From an optimization exercise on the open Yosys and OpenROAD flow, aimed at small area and a short achievable clock period; shortcuts taken in it are not production practice.
Function was checked by simulation only, so behaviour that the tests miss may differ from the original.
Power figures rest on the tool's default switching activity, not on a simulated workload.

### design/flow/design.v
module add32 (
    input  [31:0] an,
    input  [31:0] b,
    input         ci,
    output [31:0] s,
    output        co
);
  wire [31:0] a  = ~an;
  wire [31:0] p0 = a ^ b;
  wire [31:0] g0 = (a & b) | {31'b0, p0[0] & ci};
  wire [31:0] g [0:5];
  wire [31:0] p [0:5];
  assign g[0] = g0;
  assign p[0] = p0;
  genvar l, i;
  generate
    for (l = 0; l < 5; l = l + 1) begin : lv
      for (i = 0; i < 32; i = i + 1) begin : bt
        if ((i >> l) & 1) begin : m
          localparam integer J = ((i >> l) << l) - 1;
          assign g[l+1][i] = g[l][i] | (p[l][i] & g[l][J]);
          assign p[l+1][i] = p[l][i] & p[l][J];
        end else begin : t
          assign g[l+1][i] = g[l][i];
          assign p[l+1][i] = p[l][i];
        end
      end
    end
  endgenerate
  assign s  = p0 ^ {g[5][30:0], ci};
  assign co = g[5][31];
endmodule
module add32f (
    input  [31:0] an,
    input  [31:0] b,
    input         ci,
    output [31:0] s,
    output        co
);
  wire [31:0] a  = ~an;
  wire [31:0] x  = a ^ b;
  wire [31:0] g [0:5];
  wire [31:0] t [0:5];
  assign g[0] = {a[31:1] & b[31:1], (a[0] & b[0]) | (x[0] & ci)};
  assign t[0] = a | b;
  genvar l, i;
  generate
    for (l = 0; l < 5; l = l + 1) begin : lv
      for (i = 0; i < 32; i = i + 1) begin : bt
        localparam FIN = (i < (2 << l));
        if (i >= (1 << l)) begin : m
          localparam integer J = i - (1 << l);
          if (l % 2 == 0 && FIN) begin : ag
            pfx_aoi_g u (.gi(g[l][i]), .ti(t[l][i]), .gj(g[l][J]), .y(g[l+1][i]));
            assign t[l+1][i] = 1'b0;
          end else if (l % 2 == 0) begin : agt
            pfx_aoi_gt u (.gi(g[l][i]), .ti(t[l][i]), .gj(g[l][J]), .tj(t[l][J]),
                          .gy(g[l+1][i]), .ty(t[l+1][i]));
          end else if (FIN) begin : og
            pfx_oai_g u (.gi(g[l][i]), .ti(t[l][i]), .gj(g[l][J]), .y(g[l+1][i]));
            assign t[l+1][i] = 1'b0;
          end else begin : ogt
            pfx_oai_gt u (.gi(g[l][i]), .ti(t[l][i]), .gj(g[l][J]), .tj(t[l][J]),
                          .gy(g[l+1][i]), .ty(t[l+1][i]));
          end
        end else begin : p
          pfx_inv ug (.a(g[l][i]), .y(g[l+1][i]));
          assign t[l+1][i] = 1'b0;
        end
      end
    end
  endgenerate
  assign s  = ~(x ^ {g[5][30:0], ~ci});
  assign co = ~g[5][31];
endmodule
module pfx_aoi_g (input gi, ti, gj, output y);
  assign y = ~(gi | (ti & gj));
endmodule
module pfx_aoi_gt (input gi, ti, gj, tj, output gy, ty);
  assign gy = ~(gi | (ti & gj));
  assign ty = ~(ti & tj);
endmodule
module pfx_oai_g (input gi, ti, gj, output y);
  assign y = ~(gi & (ti | gj));
endmodule
module pfx_oai_gt (input gi, ti, gj, tj, output gy, ty);
  assign gy = ~(gi & (ti | gj));
  assign ty = ~(ti | tj);
endmodule
module pfx_inv (input a, output y);
  assign y = ~a;
endmodule
module riscv_sc_top (
    input         clk,
    input         rst,
    output [31:0] imem_addr,
    input  [31:0] imem_data,
    output        dmem_re,
    output [3:0]  dmem_wmask,
    output [31:0] dmem_addr,
    output [31:0] dmem_wdata,
    input  [31:0] dmem_rdata
);
  wire [31:0] ins = imem_data;
  wire [4:0]  op  = ins[6:2];
  wire [2:0]  f3  = ins[14:12];
  wire        b30 = ins[30];
  wire [4:0]  rs1 = ins[19:15];
  wire [4:0]  rs2 = ins[24:20];
  wire [4:0]  rd  = ins[11:7];
  wire is_op    = op == 5'b01100;
  wire is_opimm = op == 5'b00100;
  wire is_load  = op == 5'b00000;
  wire is_store = op == 5'b01000;
  wire is_br    = op == 5'b11000;
  wire is_jalop = op == 5'b11011;
  wire is_jalrop= op == 5'b11001;
  wire is_lui   = op == 5'b01101;
  wire is_auipc = op == 5'b00101;
  wire arith    = (is_op | is_opimm) & ~b30;          
  wire f_sub    = is_op & b30 & (f3 == 3'b000);
  wire f_sra    = (is_op | is_opimm) & b30 & (f3 == 3'b101);
  wire f_sll    = arith & (f3 == 3'b001);
  wire f_slt    = arith & (f3[2:1] == 2'b01);         
  wire f_xor    = arith & (f3 == 3'b100);
  wire f_srl    = arith & (f3 == 3'b101);
  wire f_or     = arith & (f3 == 3'b110);
  wire f_and    = arith & (f3 == 3'b111);
  wire f_br     = is_br & (f3[2:1] != 2'b01);
  wire f_shift  = f_sll | f_srl | f_sra;
  wire ld_b     = is_load & ~b30 & (f3 == 3'b000);
  wire ld_h     = is_load & ~b30 & (f3 == 3'b001);
  wire ld_w     = is_load & ~b30 & (f3 == 3'b010);
  wire ld_bu    = is_load & ~b30 & (f3 == 3'b110);
  wire ld_hu    = is_load & ~b30 & (f3 == 3'b101);
  wire ld       = ld_b | ld_h | ld_w | ld_bu | ld_hu;
  wire st_b     = is_store & ~b30 & (f3 == 3'b000);
  wire st_h     = is_store & ~b30 & (f3 == 3'b001);
  wire st_w     = is_store & ~b30 & (f3 == 3'b010);
  wire jal      = is_jalop & ~b30 & (f3 == 3'b000);
  wire jalrev   = is_jalop &  b30 & (f3 == 3'b111);
  wire jalr     = is_jalrop & ~b30 & (f3 == 3'b000);
  wire use_imm  = is_lui | is_auipc | jal | jalrev | jalr | ld | st_b | st_h | st_w
                | (is_opimm & (~b30 | (f3 == 3'b000) | (f3 == 3'b101)));
  wire i11 = ins[1:0] == 2'b11;
  wire im_i = i11 & (is_opimm | is_load | is_jalrop);
  wire im_s = i11 & is_store;
  wire im_b = i11 & is_br;
  wire im_u = i11 & (is_lui | is_auipc);
  wire im_j = i11 & is_jalop;
  wire [31:0] imm =
      ({32{im_i}} & {{20{ins[31]}}, ins[31:20]})
    | ({32{im_s}} & {{20{ins[31]}}, ins[31:25], ins[11:7]})
    | ({32{im_b}} & {{20{ins[31]}}, ins[7], ins[30:25], ins[11:8], 1'b0})
    | ({32{im_u}} & {ins[31:12], 12'b0})
    | ({32{im_j}} & {{12{ins[31]}}, ins[19:12], ins[20], ins[30:21], 1'b0});
  reg  [31:0] pc;
  reg  [31:0] rf [1:31];
  reg  [31:1] vld;
  wire [31:0] wd;
  wire [31:1] we;
  wire [31:1] s1, s2;
  wire [32*32-1:0] rfv;
  assign rfv[31:0] = 32'b0;
  genvar g;
  generate
    for (g = 1; g < 32; g = g + 1) begin : word
      assign we[g] = rd == g;
      always @(posedge clk)
        if (we[g]) rf[g] <= wd;
      assign rfv[g*32 +: 32] = rf[g];
    end
  endgenerate
  always @(posedge clk or posedge rst)
    if (rst) vld <= 31'b0;
    else     vld <= vld | we;
  wire [31:1] s1h, s2h;
  rs_dec dc1 (.r(rs1), .v(vld), .s(s1));
  rs_dec dc1h (.r(rs1), .v(vld), .s(s1h));
  rs_dec dc2 (.r(rs2), .v(vld), .s(s2));
  rs_dec dc2h (.r(rs2), .v(vld), .s(s2h));
  wire [31:0] ra_n, ra_n2, rb_n;
  rf_read rd1 (.s(s1), .sh(s1h), .d(rfv), .qn(ra_n), .qn2(ra_n2));
  rf_read rd2 (.s(s2), .sh(s2h), .d(rfv), .qn(rb_n), .qn2());
  wire [31:0] ra = ~ra_n2;
  wire [31:0] rb = ~rb_n;
  wire        subi  = f_slt & is_opimm;
  wire [12:0] ij4   = {ins[31], ins[31:20]} + 13'd4;      
  wire [31:0] immx  = ~jalr ? imm : i11 ? {{19{ij4[12]}}, ij4} : 32'd4;
  wire [32:0] sumi;
  add32f addi_u (.an(ra_n), .b(immx ^ {32{subi}}), .ci(subi), .s(sumi[31:0]), .co(sumi[32]));
  wire        subr  = f_sub | (f_slt & is_op) | f_br;
  wire [32:0] sumr;
  add32 addr_u (.an(ra_n2), .b(rb ^ {32{subr}}), .ci(subr), .s(sumr[31:0]), .co(sumr[32]));
  wire        ltu_r = ~sumr[32];
  wire        ltu_i = ~sumi[32];
  wire        lts   = (ra[31] ^ rb[31]) ? ra[31] : ltu_r;
  wire        eq    = ra == rb;
  wire        cnd   = f3[2] ? (f3[1] ? ltu_r : lts) : eq;
  wire        taken = f_br & (cnd ^ f3[0]);
  wire [31:0] B = use_imm ? imm : rb;
  function [31:0] rev32;
    input [31:0] v;
    integer j;
    begin
      for (j = 0; j < 32; j = j + 1) rev32[j] = v[31 - j];
    end
  endfunction
  wire [31:0] sh_in  = f_sll ? rev32(ra) : ra;
  wire [63:0] sh_ext = {{32{f_sra & ra[31]}}, sh_in};
  wire [63:0] sh_r   = sh_ext >> B[4:0];
  wire [31:0] sh_out = f_sll ? rev32(sh_r[31:0]) : sh_r[31:0];
  wire [31:0] ldv =
      ld_w ? dmem_rdata :
      (ld_h | ld_hu) ? {{16{ld_h & dmem_rdata[15]}}, dmem_rdata[15:0]} :
                       {{24{ld_b & dmem_rdata[7]}}, dmem_rdata[7:0]};
  wire [20:0] tim    = ({21{im_b}} & {{9{ins[31]}}, ins[7], ins[30:25], ins[11:8], 1'b0})
                     | ({21{im_j}} & {ins[31], ins[19:12], ins[20], ins[30:21], 1'b0});
  wire [31:0] pc_imm = pc + {{11{tim[20]}}, tim};
  wire [31:0] pc4    = pc + 32'd4;
  wire other   = is_lui | jal | jalr | ld | f_shift | f_xor | f_or | f_and | f_slt | f_br;
  wire sel_si  = ~other & use_imm;
  wire sel_sr  = ~other & ~use_imm;
  wire slt_v   = f_slt & (is_opimm ? ltu_i : ltu_r);
  assign wd = ({32{is_lui}} & imm)
            | ({32{taken}} & pc_imm)
            | ({32{jal | jalr}} & pc)
            | ({32{ld}} & ldv)
            | ({32{f_shift}} & sh_out)
            | ({32{f_xor}} & (ra ^ B))
            | ({32{f_or}} & (ra | B))
            | ({32{f_and}} & (ra & B))
            | {31'b0, slt_v}
            | ({32{sel_si}} & sumi[31:0])
            | ({32{sel_sr}} & sumr[31:0]);
  wire [31:0] pc_next = (taken | jal | jalrev) ? pc_imm :
                        jalr ? sumi[31:0] : pc4;
  always @(posedge clk or posedge rst)
    if (rst) pc <= 32'b0;
    else     pc <= pc_next;
  assign imem_addr  = pc;
  assign dmem_re    = ld;
  assign dmem_wmask = st_w ? 4'b1111 : st_h ? 4'b0011 : st_b ? 4'b0001 : 4'b0000;
  assign dmem_addr  = sumi[31:0];
  assign dmem_wdata = rb;
endmodule
module rf_read (
    input  [31:1]        s,       
    input  [31:1]        sh,      
    input  [32*32-1:0]   d,
    output [31:0]        qn,
    output [31:0]        qn2
);
  genvar b, j;
  generate
    for (b = 0; b < 32; b = b + 1) begin : bt
      wire [10:0] n;
      wire [2:0]  p;
      wire [31:1] ss = (b < 16) ? s : sh;
      for (j = 0; j < 10; j = j + 1) begin : grp
        rf_aoi222 u (
          .a0(ss[3*j+1]), .b0(d[(3*j+1)*32+b]),
          .a1(ss[3*j+2]), .b1(d[(3*j+2)*32+b]),
          .a2(ss[3*j+3]), .b2(d[(3*j+3)*32+b]),
          .y(n[j]));
      end
      assign n[10] = ~(ss[31] & d[31*32+b]);
      rf_nand4 o0 (.a(n[3:0]), .y(p[0]));
      rf_nand4 o1 (.a(n[7:4]), .y(p[1]));
      rf_nand4 o2 (.a({1'b1, n[10:8]}), .y(p[2]));
      rf_nor3  f1 (.a(p), .y(qn[b]));
      rf_nor3  f2 (.a(p), .y(qn2[b]));
    end
  endgenerate
endmodule
module rf_aoi222 (input a0, b0, a1, b1, a2, b2, output y);
  assign y = ~((a0 & b0) | (a1 & b1) | (a2 & b2));
endmodule
module rf_nand4 (input [3:0] a, output y);
  assign y = ~&a;
endmodule
module rf_nor3 (input [2:0] a, output y);
  assign y = ~|a;
endmodule
module rs_dec (
    input  [4:0]  r,
    input  [31:1] v,
    output [31:1] s
);
  wire [3:0] lo;
  wire [7:0] hi;
  rs_dec2 dl (.a(r[1:0]), .y(lo));
  rs_dec3 dh (.a(r[4:2]), .y(hi));
  genvar g;
  generate
    for (g = 1; g < 32; g = g + 1) begin : w
      rs_and3 u (.a(lo[g % 4]), .b(hi[g / 4]), .c(v[g]), .y(s[g]));
    end
  endgenerate
endmodule
module rs_dec2 (input [1:0] a, output [3:0] y);
  assign y = 4'b1 << a;
endmodule
module rs_dec3 (input [2:0] a, output [7:0] y);
  assign y = 8'b1 << a;
endmodule
module rs_and3 (input a, b, c, output y);
  assign y = a & b & c;
endmodule
### design/flow/flow/run.sh
#!/bin/bash
# The standard layout, with the port buffers that buffer_ports inserts made
# plain buffers (sky130_fd_sc_hd__buf_2) instead of the default delay cells.
set -e
export BUFFER_PORTS_ARGS="-buffer_cell sky130_fd_sc_hd__buf_2"
bash standard.sh > standard.log 2>&1
### design/flow/standard.sh
#!/bin/bash
# synth_recipe.tcl (not shown) runs the flow's synth.tcl, then flattens the netlist and writes it again
# the make line also repeats each setting of config.mk as NAME=value (left out here)
make -C /OpenROAD-flow-scripts/flow DESIGN_CONFIG=/design/flow/config.mk WORK_HOME=/design/flow/orfs CLKGATE_MAP_FILE= SYNTH_SCRIPT=/design/flow/synth_recipe.tcl "${@:-finish}"
### design/flow/config.mk
export PLATFORM = sky130hd
export DESIGN_NAME = riscv_sc_top
export DESIGN_NICKNAME = riscv_sc_top
export VERILOG_FILES = /design/flow/design.v
export SDC_FILE = /design/flow/constraint.sdc
export NUM_CORES = 4
export LEC_CHECK = 0
export CAP_MARGIN = 20
export CORE_MARGIN = 2
export CORE_UTILIZATION = 55
export CTS_BUF_LIST = sky130_fd_sc_hd__clkbuf_4
export CTS_CLUSTER_SIZE = 24
export PLACE_DENSITY = 0.65
export SETUP_SLACK_MARGIN = 2.6
export SLEW_MARGIN = 20
export SYNTH_HIERARCHICAL = 1
export TNS_END_PERCENT = 5
### design/flow/constraint.sdc
create_clock -name core_clock -period 11.0 [get_ports {clk}]
set_input_delay 2.2000 -clock core_clock [delete_from_list [all_inputs] [get_ports {clk}]]
set_output_delay 2.2000 -clock core_clock [all_outputs]
set_load 0.01 [all_outputs]
==> summary.txt, run 1 <==
* Outcome: finished clean
* Min Tclk post-route at approximately 8.6 ns
* Routed via count at 50911
* R2R setup slack at approximately 3.8 ns
* Power Internal at slightly below 0.008 W
* CP peak stage delay at 0.65 ns
* H-tree depth at 5
* Register area at 31400 um^2
* Largest net degree at the start of global routing at 56
* Sequential share of power at between 40% and 50%
* CTS tree: built
* Worst slew pin tran at roughly 1.3 ns
* Clock buffer count from CTS at ~290
* CP arrival at roughly 6.4 ns
* Critical path type: input pin to output port
* HPWL after DPL at roughly 170000 um
* Synthesized area per cell at roughly 13 um^2
* Most frequent cells in the layout: edfxtp_1 (992), a222oi_1 (646), clkbuf_4 (413), buf_4 (285), nand2_1 (283)
* CP max FO at 16
* Final Setup Violations at 0
* Crit-path slowest cell: xnor2_2
* Total congestion overflow at 0
* Worst setup endpoint: dmem_addr[7]
* Longest Clk Path Bufs at 4
* Number of global-route vias before repair at around 48000
* Post-Syn Area at 56800 um^2
* RR Endpoint: rf[20][9]$_DFFE_PP_
* Max cap viols at 0
* IO Port Bufs at 166
* Worst-Skew Late Latency at 1.22 ns
* Initial core utilization at a little under three fifths
* First-pass GRT wire length at roughly 340000 um
* Net Switching at around 0.004 W
* Leakage at 24.3 nW
* Critical Path RT at 8.80 ns
* Synth Warn # at 10
* Commonest non-fill, non-tap cell in the layout: edfxtp_1
* Critical path, cell by cell: buf_2 > nor2_1 > and3_2 > a222oi_1 > nand4_1 > nor3_4 > fa_1 > inv_1 > inv_1 > o21ai_1 > a21oi_2 > inv_1 > inv_1 > xnor2_2 > buf_2
* Setup TNS at 0 ns
* Post-layout util at 64.9%
* HP Class: flop to flop
* Worst hold margin at about 0.58 ns
* Routed len/inst at ~36 um
* Peak supply drop at 0.136 mV
* Final Max Slew Viols at 0
* Cts hold-fix bufs at 0
* Layout cells sized above 1 at between 20 and 30%
* Drt first pass iters at 17
* Total Wirelength at 245000 um
* Fin crit share at about 80%
* P&R area growth vs syn at 16.7%
* FP Rows at approximately 120
* Area of the core at 102000 um^2
* Antenna Nets Post-Route at 0
* Final Hold Fails at 0
* Die X at between 300 and 400 um
* Ports at around 170
* Worst setup SP type: input pin
* Relative max-transition margin at 12.0%
* Final-stage net count at 5487
* DRT iter0 DRCs at around 13000
* Clk_skew at 0.157 ns
* Die ar. at about 110000 um^2
* Power per cell area at ~180 nW/um^2
* Initial antenna violation count at 16
* CTS sink cnt at around 1100
* Vias per inst at roughly 7.5
* Multi-input logic area at ~25000 um^2
* Root Buffer: clkbuf_4
* RSZ-0062 raised after global routing: yes
* Filler cells at roughly 8000
* Cell mode on critical path: inv_1
* Die Y-Extent at around 330 um
* Critical Path Start: imem_data[16]
* Clock transition at path regs at roughly 0.06 ns
* GPL Wtd Cong at 1.12
* Reg-to-reg startpoint: vld[23]$_DFF_PP0_
* Gr usage total at between 40% and 50%
* DRC Markers at 0
* R2R cell count at 27
* Syn Inst Count at roughly 4500
* CP Capture Type: output port
* Max Fclk at 116 MHz
* Combinational share of power at approximately a quarter
* Sw Ratio at around 34%
* Power share of the clock group at between 20 and 30%
==> timing repair <==
item / in CTS / in global routing
setup endpoints to repair: 536 / 830
cloned: 0 / 1
setup buffers: 53 / 26
resized for setup: 116 / 77
pin swaps: 42 / 36
==> how the worst min path moves through the flow <==
stage | startpoint | endpoint | slack (ns) | cells after the start
final | pc[0]$_DFFE_PP0P_ | pc[0]$_DFFE_PP0P_ | 0.58 | 1
after global routing | pc[0]$_DFFE_PP0P_ | pc[0]$_DFFE_PP0P_ | 0.60 | 1
after CTS | pc[0]$_DFFE_PP0P_ | pc[0]$_DFFE_PP0P_ | 0.58 | 1
after detailed placement | pc[0]$_DFFE_PP0P_ | pc[0]$_DFFE_PP0P_ | 0.55 | 1
after global placement | pc[0]$_DFFE_PP0P_ | pc[0]$_DFFE_PP0P_ | 0.54 | 1
after floorplan | vld[10]$_DFF_PP0_ | vld[10]$_DFF_PP0_ | 0.48 | 1
==> power by group through the flow <==
stage	sequential, W	clock (W)	combinational (W)
floorplan	0.00523	0	0.00151
global placement	0.00528	0	0.00275
detailed placement	0.00528	0	0.00277
CTS	0.00520	0.00343	0.00287
global route	0.00522	0.00366	0.00321
finish	0.00521	0.00341	0.00311
==> sequential cells by signal (all words and copies together), names as in the netlist <==
name	count
rf	992
vld	31
pc	32
==> critical path, delay by kind of cell <==
kind | cells | cell delay [ns]
simple gates | 4 | 1.59
buf+inv | 6 | 1.01
xor+xnor | 1 | 0.65
compound gates | 3 | 0.53
fa+ha+maj | 1 | 0.42
==> final cells by class <==
class | count | share of cell area (%)
flip-flops and latches | 1055 | 47.3
diodes | 13 | 0.0491
repair buffers | 470 | 5.15
clock inverters | 66 | 0.553
clock buffers | 410 | 4.65
multi-input cells | 3129 | 38.1
inverters | 284 | 1.61
well taps | 1368 | 2.58
==> routing by layer <==
metal	share of wire [%]	up-vias	track usage, %
met3	16	895	15.3
met5	0.084	-	0.815
li1	-	20653	-
met4	7.4	18	27.3
met1	34	24560	57.6
met2	42	4785	65.7
==> per-stage QoR <==
step	cells	area [um^2]	total power (W)	setup WS [ns]
2_1_floorplan	4591	57000	0.00674	2.50
3_3_place_gp	6222	61000	0.00803	0.967
3_5_place_dp	6226	61100	0.00805	0.817
4_1_cts	6755	65700	0.0115	2.46
5_1_grt	6788	66200	0.0121	2.49
6_report	6795	66200	0.0117	2.36
==> inputs of run 2 (changes only) <==
--- a/design/flow/config.mk
+++ b/design/flow/config.mk
@@ -9,8 +9,8 @@
 export CORE_MARGIN = 2
 export CORE_UTILIZATION = 55
 export CTS_BUF_LIST = sky130_fd_sc_hd__clkbuf_4
-export CTS_CLUSTER_SIZE = 24
-export PLACE_DENSITY = 0.65
+export CTS_CLUSTER_SIZE = 40
+export PLACE_DENSITY = 0.72
 export SETUP_SLACK_MARGIN = 2.6
 export SLEW_MARGIN = 20
 export SYNTH_HIERARCHICAL = 1
==> run 2 against run 1 <==
Net effect: still clean; register-to-register slack barely moved; sequential cell count stayed put; worst setup slack worse by 0.051 ns; maximum frequency shrank 0.58%; total power down 0.56%; count of clock-buffer cells in the layout fell by 12; die area unchanged; clock skew increased by 0.027 ns; design area is 0.32% lower; critical path type unchanged; critical endpoint is now dmem_addr[2].
==> summary.txt, run 2 <==
* HP Class: flop to flop
* PnR worst setup slack at between 2 and 2.5 ns
* Most frequent cells in the layout: edfxtp_1 (992), a222oi_1 (646), clkbuf_4 (405), buf_4 (308), nand2_1 (284)
* Fin crit share at 79.0%
* R2R setup slack at ~3.8 ns
* Cell mode on critical path: inv_1
* Number of global-route vias before repair at 48072
* Vias per inst at ~7.6
* Net Switching at 0.00404 W
* CP arrival at 6.49 ns
* Hold EP: vld[13]$_DFF_PP0_
* Combinational share of power at around 27%
* Leakage at between 20 and 25 nW
* CTS tree: built
* Setup TNS at 0 ns
* CP max FO at 16
* Worst setup SP type: input pin
* Power share of the clock group at about 28%
* CP Capture Type: output port
* Die X at between 300 and 400 um
* Crit-path slowest cell: xnor2_2
* Peak supply drop at about 0.14 mV
* Dpl ws at between 1 and 1.5 ns
* Register name with the most flops: rf
* Max Fclk at 115 MHz
* Root Buffer: clkbuf_4
* Clock buffer count from CTS at ~280
* Synthesized area per cell at around 13 um^2
* Total power at roughly 0.012 W
* Largest register FFs at about 990
* Sw Ratio at a little over a third
* Syn Inst Count at about 4500
* Routed via count at 51526
* Sequential share of power at approximately 45%
* WP buf/inv at 7
* Synth Warn # at 10
* Reg-to-reg startpoint: vld[15]$_DFF_PP0_
* Final Max Slew Viols at 0
* Relative max-transition margin at a little under a fifth
* RR Endpoint: rf[4][20]$_DFFE_PP_
* Longest Clk Path Bufs at 4
* Critical path type: input pin to output port
* Post-Syn Area at 56800 um^2
* Clock transition at path regs at 0.07 ns
* IO Port Bufs at 166
* Min Tclk post-route at approximately 8.7 ns
* GPL Wtd Cong at ~1.1
* Ports at ~170
* DRC Markers at 0
* P&R area growth vs syn at 16.3%
* Antenna Nets Post-Route at 0
* CP peak stage delay at between 0.8 and 0.9 ns
* DRT iter0 DRCs at about 13000
* Area of the core at approximately 100000 um^2
* Initial antenna violation count at 11
* R2R cell count at 24
* Power Internal at roughly 0.0076 W
* Max cap viols at 0
* Total congestion overflow at 0
* FP Rows at around 120
* Final Hold Fails at 0
* Routed len/inst at around 37 um
* Largest registers: rf: 992 flops, pc: 32 flops, vld: 31 flops
* Largest net degree at the start of global routing at 52
* Worst slew pin tran at about 1.2 ns
* Outcome: finished clean
* Cell Count Post-Placement at between 6000 and 7000
* Critical Path RT at 8.80 ns
* Worst-Skew Late Latency at 1.22 ns
* Final-stage net count at 5507
* H-tree depth at 5
* Hold Path Depth at 1
* Die Y-Extent at between 300 and 400 um
* Total Wirelength at 253000 um
* Drt first pass iters at 14
* Hold Startpoint: vld[13]$_DFF_PP0_
* Die ar. at between 100000 and 150000 um^2
* Critical path, cell by cell: buf_2 > nor2b_2 > and3_2 > a222oi_1 > nand4_1 > nor3_2 > fa_1 > inv_1 > a21oi_2 > inv_1 > inv_1 > inv_1 > inv_1 > xnor2_2 > buf_2
* Gr usage total at between 40% and 50%
* First-pass GRT wire length at 350000 um
* RSZ-0062 raised after global routing: yes
* Commonest non-fill, non-tap cell in the layout: edfxtp_1
* CTS sink cnt at 1055
* CP delay by family, top: simple AND/OR/NAND/NOR gates
* Final Setup Violations at 0
* Post-layout util at about two thirds
* Layout cells sized above 1 at about a quarter
* HPWL after DPL at 177000 um
* Clk_skew at 0.185 ns
* Power per cell area at ~180 nW/um^2
* Cts hold-fix bufs at 0
* Initial core utilization at a little under three fifths
* Final Instance Count excl. Fillers at roughly 6800
## run 2: worst max path at each step
stage / startpoint / end / slack [ns] / cells past startpoint
5_1_grt: imem_data[19] / dmem_addr[19] / 2.44 / 18
3_5_place_dp: imem_data[17] / rf[23][27]$_DFFE_PP_ / 1.01 / 26
6_report: imem_data[16] / dmem_addr[2] / 2.31 / 15
4_1_cts: imem_data[16] / rf[2][20]$_DFFE_PP_ / 2.51 / 25
2_1_floorplan: imem_data[5] / rf[10][9]$_DFFE_PP_ / 2.50 / 26
3_3_place_gp: imem_data[17] / rf[22][27]$_DFFE_PP_ / 1.04 / 26
## run 2: layout make-up
cell class / instances / area (um^2)
Clock inverter: 57 / 285
Fill cell: 7984 / 36000
Tap cell: 1368 / 1710
Clock buffer: 398 / 2990
Inverter: 284 / 1070
Sequential cell: 1055 / 31400
Multi-Input combinational cell: 3129 / 25100
Antenna cell: 7 / 17.5
Timing Repair Buffer: 493 / 3540
## run 2: layer usage
| layer | wire (um) | share of wire (%) | GRT usage [%] |
|---|---|---|---|
| met1 | 84000 | 33 | 57.1 |
| met2 | 108000 | 43 | 68.6 |
| met3 | 40700 | 16 | 16.8 |
| met4 | 20100 | 8.0 | 30.1 |
| met5 | 41 | 0.016 | 0 |
## run 2: worst reg2reg max path, cell delays in order, from the launching register on
cell,delay (ns)
dfrtp_1,0.45
and3_2,0.35
buf_4,0.23
a222oi_1,0.41
nand4_1,0.50
nor3_2,0.53
xnor2_1,0.15
ha_1,0.36
a21o_1,0.23
a22o_1,0.24
a21oi_4,0.18
o21ai_4,0.15
a211oi_4,0.37
o22ai_2,0.18
a311oi_4,0.43
o21bai_2,0.19
a21oi_1,0.14
o21ai_0,0.10
a221o_1,0.30
o21ai_0,0.10
nand2b_2,0.23
buf_6,0.23
a2bb2o_1,0.32
a211o_1,0.29
buf_4,0.24
## run 2: stage by stage
| stage | hold WS [ns] | area (um^2) |
|---|---|---|
| 6_report | 0.587 | 66000 |
| 5_1_grt | 0.601 | 66000 |
| 4_1_cts | 0.586 | 65500 |
| 3_3_place_gp | 0.571 | 61100 |
| 3_5_place_dp | 0.569 | 61300 |
| 2_1_floorplan | 0.480 | 57000 |
## run 2: power groups by stage
stage / Clock [W] / Combinational [W] / Sequential (W)
after floorplan: 0 / 0.00151 / 0.00523
after global placement: 0 / 0.00282 / 0.00528
after detailed placement: 0 / 0.00285 / 0.00529
after CTS: 0.00331 / 0.00294 / 0.00520
after global routing: 0.00354 / 0.00324 / 0.00522
final: 0.00329 / 0.00315 / 0.00521
## run 2: repair_timing
action                                 in CTS  in global routing
setup endpoints to repair                 670               1054
resized for setup                          97                 80
buffers inserted                           46                 34
endpoints found under the hold margin       0                  0
pin swaps                                  41                 36
cloned                                      1                  0
==> inputs of run 3 (changes only) <==
--- a/design/flow/design.v
+++ b/design/flow/design.v
@@ -3,7 +3,10 @@
     input  [31:0] b,
     input         ci,
     output [31:0] s,
-    output        co
+    output        co,
+    output [31:0] x,       
+    output [31:0] gg,      
+    output [31:0] tt       
 );
   wire [31:0] a  = ~an;
   wire [31:0] p0 = a ^ b;
@@ -29,6 +32,9 @@
   endgenerate
   assign s  = p0 ^ {g[5][30:0], ci};
   assign co = g[5][31];
+  assign x  = p0;
+  assign gg = g0;
+  assign tt = a | b;
 endmodule
 module add32f (
     input  [31:0] an,
@@ -174,31 +180,28 @@
   always @(posedge clk or posedge rst)
     if (rst) vld <= 31'b0;
     else     vld <= vld | we;
-  wire [31:1] s1h, s2h;
   rs_dec dc1 (.r(rs1), .v(vld), .s(s1));
-  rs_dec dc1h (.r(rs1), .v(vld), .s(s1h));
   rs_dec dc2 (.r(rs2), .v(vld), .s(s2));
-  rs_dec dc2h (.r(rs2), .v(vld), .s(s2h));
   wire [31:0] ra_n, ra_n2, rb_n;
-  rf_read rd1 (.s(s1), .sh(s1h), .d(rfv), .qn(ra_n), .qn2(ra_n2));
-  rf_read rd2 (.s(s2), .sh(s2h), .d(rfv), .qn(rb_n), .qn2());
+  rf_read rd1 (.s(s1), .d(rfv), .qn(ra_n), .qn2(ra_n2));
+  rf_read rd2 (.s(s2), .d(rfv), .qn(rb_n), .qn2());
   wire [31:0] ra = ~ra_n2;
   wire [31:0] rb = ~rb_n;
-  wire        subi  = f_slt & is_opimm;
   wire [12:0] ij4   = {ins[31], ins[31:20]} + 13'd4;      
   wire [31:0] immx  = ~jalr ? imm : i11 ? {{19{ij4[12]}}, ij4} : 32'd4;
   wire [32:0] sumi;
-  add32f addi_u (.an(ra_n), .b(immx ^ {32{subi}}), .ci(subi), .s(sumi[31:0]), .co(sumi[32]));
-  wire        subr  = f_sub | (f_slt & is_op) | f_br;
+  add32f addi_u (.an(ra_n), .b(immx), .ci(1'b0), .s(sumi[31:0]), .co(sumi[32]));
+  wire [31:0] B     = use_imm ? imm : rb;
+  wire        subr  = f_sub | f_slt | f_br;
   wire [32:0] sumr;
-  add32 addr_u (.an(ra_n2), .b(rb ^ {32{subr}}), .ci(subr), .s(sumr[31:0]), .co(sumr[32]));
+  wire [31:0] xr, gr, tr;
+  add32 addr_u (.an(ra_n2), .b(B ^ {32{subr}}), .ci(subr), .s(sumr[31:0]), .co(sumr[32]),
+                .x(xr), .gg(gr), .tt(tr));
   wire        ltu_r = ~sumr[32];
-  wire        ltu_i = ~sumi[32];
   wire        lts   = (ra[31] ^ rb[31]) ? ra[31] : ltu_r;
-  wire        eq    = ra == rb;
+  wire        eq    = &xr;                  
   wire        cnd   = f3[2] ? (f3[1] ? ltu_r : lts) : eq;
   wire        taken = f_br & (cnd ^ f3[0]);
-  wire [31:0] B = use_imm ? imm : rb;
   function [31:0] rev32;
     input [31:0] v;
     integer j;
@@ -221,15 +224,15 @@
   wire other   = is_lui | jal | jalr | ld | f_shift | f_xor | f_or | f_and | f_slt | f_br;
   wire sel_si  = ~other & use_imm;
   wire sel_sr  = ~other & ~use_imm;
-  wire slt_v   = f_slt & (is_opimm ? ltu_i : ltu_r);
+  wire slt_v   = f_slt & ltu_r;
   assign wd = ({32{is_lui}} & imm)
             | ({32{taken}} & pc_imm)
             | ({32{jal | jalr}} & pc)
             | ({32{ld}} & ldv)
             | ({32{f_shift}} & sh_out)
-            | ({32{f_xor}} & (ra ^ B))
-            | ({32{f_or}} & (ra | B))
-            | ({32{f_and}} & (ra & B))
+            | ({32{f_xor}} & xr)
+            | ({32{f_or}} & tr)
+            | ({32{f_and}} & gr)
             | {31'b0, slt_v}
             | ({32{sel_si}} & sumi[31:0])
             | ({32{sel_sr}} & sumr[31:0]);
@@ -245,8 +248,7 @@
   assign dmem_wdata = rb;
 endmodule
 module rf_read (
-    input  [31:1]        s,       
-    input  [31:1]        sh,      
+    input  [31:1]        s,
     input  [32*32-1:0]   d,
     output [31:0]        qn,
     output [31:0]        qn2
@@ -256,15 +258,14 @@
     for (b = 0; b < 32; b = b + 1) begin : bt
       wire [10:0] n;
       wire [2:0]  p;
-      wire [31:1] ss = (b < 16) ? s : sh;
       for (j = 0; j < 10; j = j + 1) begin : grp
         rf_aoi222 u (
-          .a0(ss[3*j+1]), .b0(d[(3*j+1)*32+b]),
-          .a1(ss[3*j+2]), .b1(d[(3*j+2)*32+b]),
-          .a2(ss[3*j+3]), .b2(d[(3*j+3)*32+b]),
+          .a0(s[3*j+1]), .b0(d[(3*j+1)*32+b]),
+          .a1(s[3*j+2]), .b1(d[(3*j+2)*32+b]),
+          .a2(s[3*j+3]), .b2(d[(3*j+3)*32+b]),
           .y(n[j]));
       end
-      assign n[10] = ~(ss[31] & d[31*32+b]);
+      assign n[10] = ~(s[31] & d[31*32+b]);
       rf_nand4 o0 (.a(n[3:0]), .y(p[0]));
       rf_nand4 o1 (.a(n[7:4]), .y(p[1]));
       rf_nand4 o2 (.a({1'b1, n[10:8]}), .y(p[2]));
==> design/flow/run.sh (new file) <==
#!/bin/bash
# synth_recipe.tcl (not shown) runs the flow's synth.tcl, then flattens the netlist and writes it again
# the make line also repeats each setting of config.mk as NAME=value (left out here)
make -C /OpenROAD-flow-scripts/flow DESIGN_CONFIG=/design/flow/config.mk WORK_HOME=/design/flow/orfs CLKGATE_MAP_FILE= SYNTH_SCRIPT=/design/flow/synth_recipe.tcl finish
--- a/design/flow/config.mk
+++ b/design/flow/config.mk
@@ -8,9 +8,7 @@
 export CAP_MARGIN = 20
 export CORE_MARGIN = 2
 export CORE_UTILIZATION = 55
-export CTS_BUF_LIST = sky130_fd_sc_hd__clkbuf_4
-export CTS_CLUSTER_SIZE = 40
-export PLACE_DENSITY = 0.72
+export PLACE_DENSITY = 0.65
 export SETUP_SLACK_MARGIN = 2.6
 export SLEW_MARGIN = 20
 export SYNTH_HIERARCHICAL = 1
removed: design/flow/flow/run.sh
removed: design/flow/standard.sh
==> run 3 against run 2 <==
Net effect: still clean; critical path depth is 1 higher; die area is 1.7% lower; worst setup slack worse by 0.027 ns; count of clock-buffer cells in the layout is 282 lower; maximum frequency is 0.31% lower; wire length is 13% higher; clock skew is 0.13 ns lower; critical endpoint is now dmem_addr[13]; largest power group unchanged.
==> summary.txt, run 3 <==
* Outcome: finished clean
* Clock transition at path regs at ~0.060 ns
* Leakage at 24.6 nW
* DRT iter0 DRCs at 13950
* Clock buffer count from CTS at a little over 100
* DR WL met2 at ~110000 um
* Met1 wire length at between 80000 and 90000 um
* Highest routed layer: met5
* RSZ-0062 raised after global routing: yes
* Critical path type: input pin to output port
* Final Instance Count excl. Fillers at about 6700
* Die Y-Extent at approximately 320 um
* Max Fclk at roughly 110 MHz
* Metal3 WL at between 40000 and 50000 um
* IO Port Bufs at between 150 and 200
* Root Buffer: clkbuf_16
* DRC Markers at 0
* Final Hold Fails at 0
* Register area at 31400 um^2
* Synth Warn # at 10
* CP arrival at 6.52 ns
* Cell Count Post-Placement at 6236
* Total power at roughly 0.013 W
* Max cap viols at 0
* H-tree depth at 3
* Peak supply drop at 0.207 mV
* Final Setup Violations at 0
* Initial core utilization at approximately 56%
* Total Wirelength at 285000 um
* Worst setup SP type: input pin
* Die ar. at approximately 100000 um^2
* Filler cells at approximately 7300
* Area of the core at ~100000 um^2
* Post-route cell area at about 69000 um^2
* Register name with the most flops: rf
* Total congestion overflow at 0
* Power per cell area at 186 nW/um^2
* CTS tree: built
* Layout cells sized above 1 at between 20% and 30%
* Worst hold margin at about 0.49 ns
* Largest register FFs at around 990
* CP Capture Type: output port
* Relative max-transition margin at a little under a fifth
* Antenna Nets Post-Route at 0
* HP Class: flop to flop
* Most frequent cells in the layout: edfxtp_1 (992), a222oi_1 (648), buf_4 (461), nand2_1 (335), inv_1 (285)
* Largest net degree at the start of global routing at between 60 and 70
* Vias per inst at 8.01
* Clk_skew at about 0.055 ns
* Drt first pass iters at 23
* P&R area growth vs syn at 23.1%
* Final Max Slew Viols at 0
* HPWL after DPL at between 150000 and 200000 um
* Min Tclk post-route at 8.72 ns
* Die X at roughly 320 um
* CTS sink cnt at ~1100
* Ports at ~170
* Fin crit share at 79.3%
* Gr usage total at between 50% and 60%
* Routed len/inst at roughly 43 um
* Number of global-route vias before repair at just under 50000
* Synthesized area per cell at between 10 and 15 um^2
* Worst slew pin tran at ~1.2 ns
* Routed via count at between 50000 and 60000
* Multi-input logic area at around 25000 um^2
* CP max FO at 12
* Critical Path RT at 8.80 ns
* Initial antenna violation count at 22
* Worst-Skew Late Latency at 0.75 ns
* Commonest non-fill, non-tap cell in the layout: edfxtp_1
* Setup TNS at 0 ns
* Syn Inst Count at roughly 4500
* Longest Clk Path Bufs at 3
* Final-stage net count at 5458
* GPL Wtd Cong at 1.10
* Placed Area at 61700 um^2
* Largest registers: rf: 992 flops, pc: 32 flops, vld: 31 flops
* FP Rows at 116
* First-pass GRT wire length at about 380000 um
* Post-Syn Area at 55800 um^2
[run 3: routing by layer]
| metal | up-vias | track usage (%) |
|---|---|---|
| li1 | 20566 | - |
| met1 | 25204 | 60.2 |
| met2 | 6062 | 75.2 |
| met3 | 1712 | 22.6 |
| met4 | 16 | 52.0 |
| met5 | - | 1.30 |
[run 3: final cells by class]
type,count,area share [%]
diodes,20,0.0728
well taps,1357,2.47
flip-flops and latches,1055,45.6
clock buffers,116,3.85
multi-input cells,3087,36.3
inverters,290,1.59
repair buffers,692,9.01
clock inverters,73,1.02
[run 3: where the power goes]
part / internal, W / switching (W) / leakage, nW / total [W]
Combinational: 0.00118 / 0.00265 / 13.3 / 0.00383
Clock: 0.00197 / 0.00160 / 1.64 / 0.00357
Sequential: 0.00516 / 0.000249 / 9.70 / 0.00541
[run 3: worst paths after layout]
check	startpoint	cells past startpoint	end	slack, ns
max	imem_data[18]	16	dmem_addr[13]	2.28
min	vld[31]$_DFF_PP0_	1	vld[31]$_DFF_PP0_	0.49
max reg2reg	vld[21]$_DFF_PP0_	24	rf[26][22]$_DFFE_PP_	3.87
min reg2reg	vld[31]$_DFF_PP0_	1	vld[31]$_DFF_PP0_	0.49
max in group asynchronous	rst	3	vld[31]$_DFF_PP0_	8.17
min in group asynchronous	rst	3	pc[26]$_DFF_PP0_	2.09
[run 3: through the flow]
stage                     setup WS [ns]  utilization [%]
after floorplan                    2.43                -
after global placement            0.552             61.5
after detailed placement          0.471             61.5
after CTS                          2.52             68.1
after global routing               2.30             68.5
final                              2.28             68.5
[run 3: what timing repair did]
item	CTS	global route
cloned	33	5
endpoints found under the setup margin	1056	1049
hold buffers	0	0
buffers inserted	194	13
resized for setup	357	59
pin swaps	143	44
[run 3: worst max-delay path, cell delays in order]
cell and delay [ns]:
buf_6 0.22, and3b_2 0.36, and3_2 0.45, a222oi_1 0.64, nand4_1 0.16, buf_4 0.22, nor3_4 0.37, inv_1 0.08
ha_1 0.22, a21oi_2 0.21, o21ai_2 0.13, a21oi_2 0.17, o21ai_2 0.13, inv_1 0.16, xnor2_4 0.18, clkdlybuf4s50_1 0.59
==> inputs of run 4 (changes only) <==
--- a/design/flow/design.v
+++ b/design/flow/design.v
@@ -187,10 +187,9 @@
   rf_read rd2 (.s(s2), .d(rfv), .qn(rb_n), .qn2());
   wire [31:0] ra = ~ra_n2;
   wire [31:0] rb = ~rb_n;
-  wire [12:0] ij4   = {ins[31], ins[31:20]} + 13'd4;      
-  wire [31:0] immx  = ~jalr ? imm : i11 ? {{19{ij4[12]}}, ij4} : 32'd4;
   wire [32:0] sumi;
-  add32f addi_u (.an(ra_n), .b(immx), .ci(1'b0), .s(sumi[31:0]), .co(sumi[32]));
+  add32f addi_u (.an(ra_n), .b(imm), .ci(1'b0), .s(sumi[31:0]), .co(sumi[32]));
+  wire [31:0] jt    = {sumi[31:2] + 30'd1, sumi[1:0]};    
   wire [31:0] B     = use_imm ? imm : rb;
   wire        subr  = f_sub | f_slt | f_br;
   wire [32:0] sumr;
@@ -237,7 +236,7 @@
             | ({32{sel_si}} & sumi[31:0])
             | ({32{sel_sr}} & sumr[31:0]);
   wire [31:0] pc_next = (taken | jal | jalrev) ? pc_imm :
-                        jalr ? sumi[31:0] : pc4;
+                        jalr ? jt : pc4;
   always @(posedge clk or posedge rst)
     if (rst) pc <= 32'b0;
     else     pc <= pc_next;
==> run 4 against run 3 <==
Net effect: still clean on timing, DRC and antenna; core utilization shrank 0.90 points; critical path depth grew 16; clock skew grew 0.013 ns; first-iteration DRC count shrank 0.32%; wire length shrank 5.1%; synthesized cell count grew 3.8%; register-to-register slack lost 0.12 ns; worst hold slack gained 0.017 ns; largest power group unchanged; highest routed layer unchanged.
==> summary.txt, run 4 <==
* P&R area growth vs syn at 21.5%
* DRC Markers at 0
* Filler cells at between 7000 and 8000
* Layout cells sized above 1 at 22.2%
* Register area at between 30000 and 40000 um^2
* Root Buffer: clkbuf_16
* Reg-to-reg startpoint: vld[4]$_DFF_PP0_
* Ports at 167
* Total Wirelength at roughly 270000 um
* RR Endpoint: rf[25][21]$_DFFE_PP_
* CP peak stage delay at between 0.6 and 0.7 ns
* Worst-Skew Late Latency at between 0.7 and 0.8 ns
* Critical Path Start: imem_data[24]
* Initial antenna violation count at 18
* Final Hold Fails at 0
* Leakage at ~24 nW
* Max Fclk at 117 MHz
* Largest register FFs at around 1000
* Most frequent cells in the layout: edfxtp_1 (992), a222oi_1 (655), buf_4 (420), nand2_1 (384), inv_1 (296)
* Synth Warn # at 10
* Post-Syn Area at roughly 57000 um^2
* DRT iter0 DRCs at approximately 14000
* Fin crit share at between 70% and 80%
* Drt first pass iters at 17
* Hold EP: vld[30]$_DFF_PP0_
* Final Max Slew Viols at 0
* Largest registers: rf: 992 flops, pc: 32 flops, vld: 31 flops
* GPL Wtd Cong at around 1.1
* Number of global-route vias before repair at between 40000 and 50000
* Relative max-transition margin at between 5 and 6%
* Register name with the most flops: rf
* CTS tree: built
* Clk_skew at slightly below 0.07 ns
* CP arrival at around 9.0 ns
* CP max FO at 19
* Longest Clk Path Bufs at 3
* Routed len/inst at 40.0 um
* Synthesized area per cell at between 10 and 15 um^2
* CP Capture Type: flop
* HPWL after DPL at between 150000 and 200000 um
* Largest net degree at the start of global routing at 58
* FP Rows at 117
* Vias per inst at 7.83
* Total congestion overflow at 0
* Max cap viols at 0
* Power per cell area at ~180 nW/um^2
* Die Y-Extent at ~330 um
* Worst slew pin tran at 1.41 ns
* IO Port Bufs at ~170
* Total power at 0.0124 W
* Cell mode on critical path: buf_4
* Final-stage net count at ~5500
* Worst hold margin at 0.504 ns
* Initial core utilization at 55.6%
* Final Setup Violations at 0
* CTS sink cnt at about 1100
* Gr usage total at roughly 48%
* Critical Path RT at approximately 11 ns
* Antenna Nets Post-Route at 0
* Multi-input logic area at approximately 26000 um^2
* R2R setup slack at approximately 3.8 ns
* Clock buffer count from CTS at a little over 100
* Outcome: finished clean
* Die X at about 330 um
* Peak supply drop at ~0.17 mV
* Critical path type: input pin to flop
* Worst setup SP type: input pin
* RSZ-0062 raised after global routing: yes
* Setup TNS at 0 ns
* Commonest non-fill, non-tap cell in the layout: edfxtp_1
* R2R cell count at 29
* Syn Inst Count at around 4600
* HP Class: flop to flop
* Hold Path Depth at 1
* Die ar. at 106000 um^2
* Min Tclk post-route at around 8.5 ns
* Routed via count at 53101
* First-pass GRT wire length at 363000 um
* Area of the core at a little over 100000 um^2
* Crit-path slowest cell: a222oi_1
* Clock transition at path regs at 0.06 ns
* H-tree depth at 3
* Hold Startpoint: vld[30]$_DFF_PP0_
run 4: critical path: cells and delay by family:
family / cells / cell delay, ns
AO/OA/AOI/OAI: 16 / 3.31
XOR/XNOR: 2 / 0.35
adder cells (fa/ha/maj): 1 / 0.36
buffers and inverters: 7 / 1.16
AND/OR/NAND/NOR: 6 / 1.56
run 4: layout make-up:
cell class | count | share of cell area (%)
sequential | 1055 | 45.5
tap | 1368 | 2.48
inverter | 302 | 1.64
clock inverter | 66 | 1.15
timing repair buffer | 631 | 8.03
antenna | 14 | 0.0508
clock buffer | 126 | 3.86
multi-input combinational | 3218 | 37.3
run 4: stage by stage:
stage                     setup slack [ns]  util (%)  area [um^2]  std cells
final                                 2.46      67.6        69000       6780
after global routing                  2.47      67.6        69000       6769
after CTS                             2.53      66.4        67800       6671
after detailed placement             0.677      61.2        62400       6360
after global placement               0.747      61.2        62400       6359
after floorplan                       2.43         -        57200       4702
run 4: worst max-delay path by stage:
stage                                end  cells past startpoint  slack [ns]
finish              rf[25][21]$_DFFE_PP_                     32        2.46
global route        rf[25][21]$_DFFE_PP_                     32        2.47
CTS                  rf[7][12]$_DFFE_PP_                     31        2.53
detailed placement         dmem_addr[30]                     17        0.68
global placement     rf[28][4]$_DFFE_PP_                     26        0.75
floorplan           rf[10][29]$_DFFE_PP_                     32        2.43
run 4: where the power goes:
group          switching, W  total [W]  internal, W
sequential         0.000156    0.00528      0.00513
combinational       0.00245    0.00350      0.00105
clock               0.00161    0.00366      0.00205
run 4: what timing repair did:
item                                     CTS  global route
endpoints found under the setup margin  1056          1048
resized for setup                        288           110
hold buffers                               0             0
buffers inserted                         111            80
gates cloned                               8            14
pin swaps                                113            99
run 4: per-layer routing:
metal / wire [um] / global-route usage [%] / up-vias
li1: - / - / 20895
met1: 86400 / 58.7 / 25402
met2: 114000 / 72.2 / 5427
met3: 43100 / 16.1 / 1365
met4: 27700 / 34.5 / 12
met5: 80 / 0 / -

[separate check: timing with driven ports]
The results above use ideal ports. As a check the final layouts listed here were re-extracted and re-timed, cells and wires unchanged.
Step 1 (the two cells are an assumption about what drives the block):
set clk [get_ports {clk}]
set_driving_cell -lib_cell sky130_fd_sc_hd__clkbuf_16 $clk
set_driving_cell -lib_cell sky130_fd_sc_hd__buf_2 [delete_from_list [all_inputs] $clk]
Step 2, shift: input delay + t, output delay - t, t = (earliest + latest rising clock arrival at the registers) / 2. This alone moves slack from input paths to output paths.
Slacks: ideal / step 1 / step 2; pairs: ideal / step 1.
run	t (ns)	slack for setup (ns)	worst data-port slew with drivers (ns)
run 1	1.214	2.359 / 2.336 / 1.341	0.22
run 2	1.198	2.308 / 2.281 / 1.368	0.08
run 3	0.799	2.281 / 2.239 / 1.596	0.13
run 4	0.788	2.455 / 2.395 / 1.704	0.11
After both steps setup and hold are still met in every run listed. The setup slack of run 1, which loses most, moves by -0.023 ns with the drivers and by -1.018 ns with both steps.
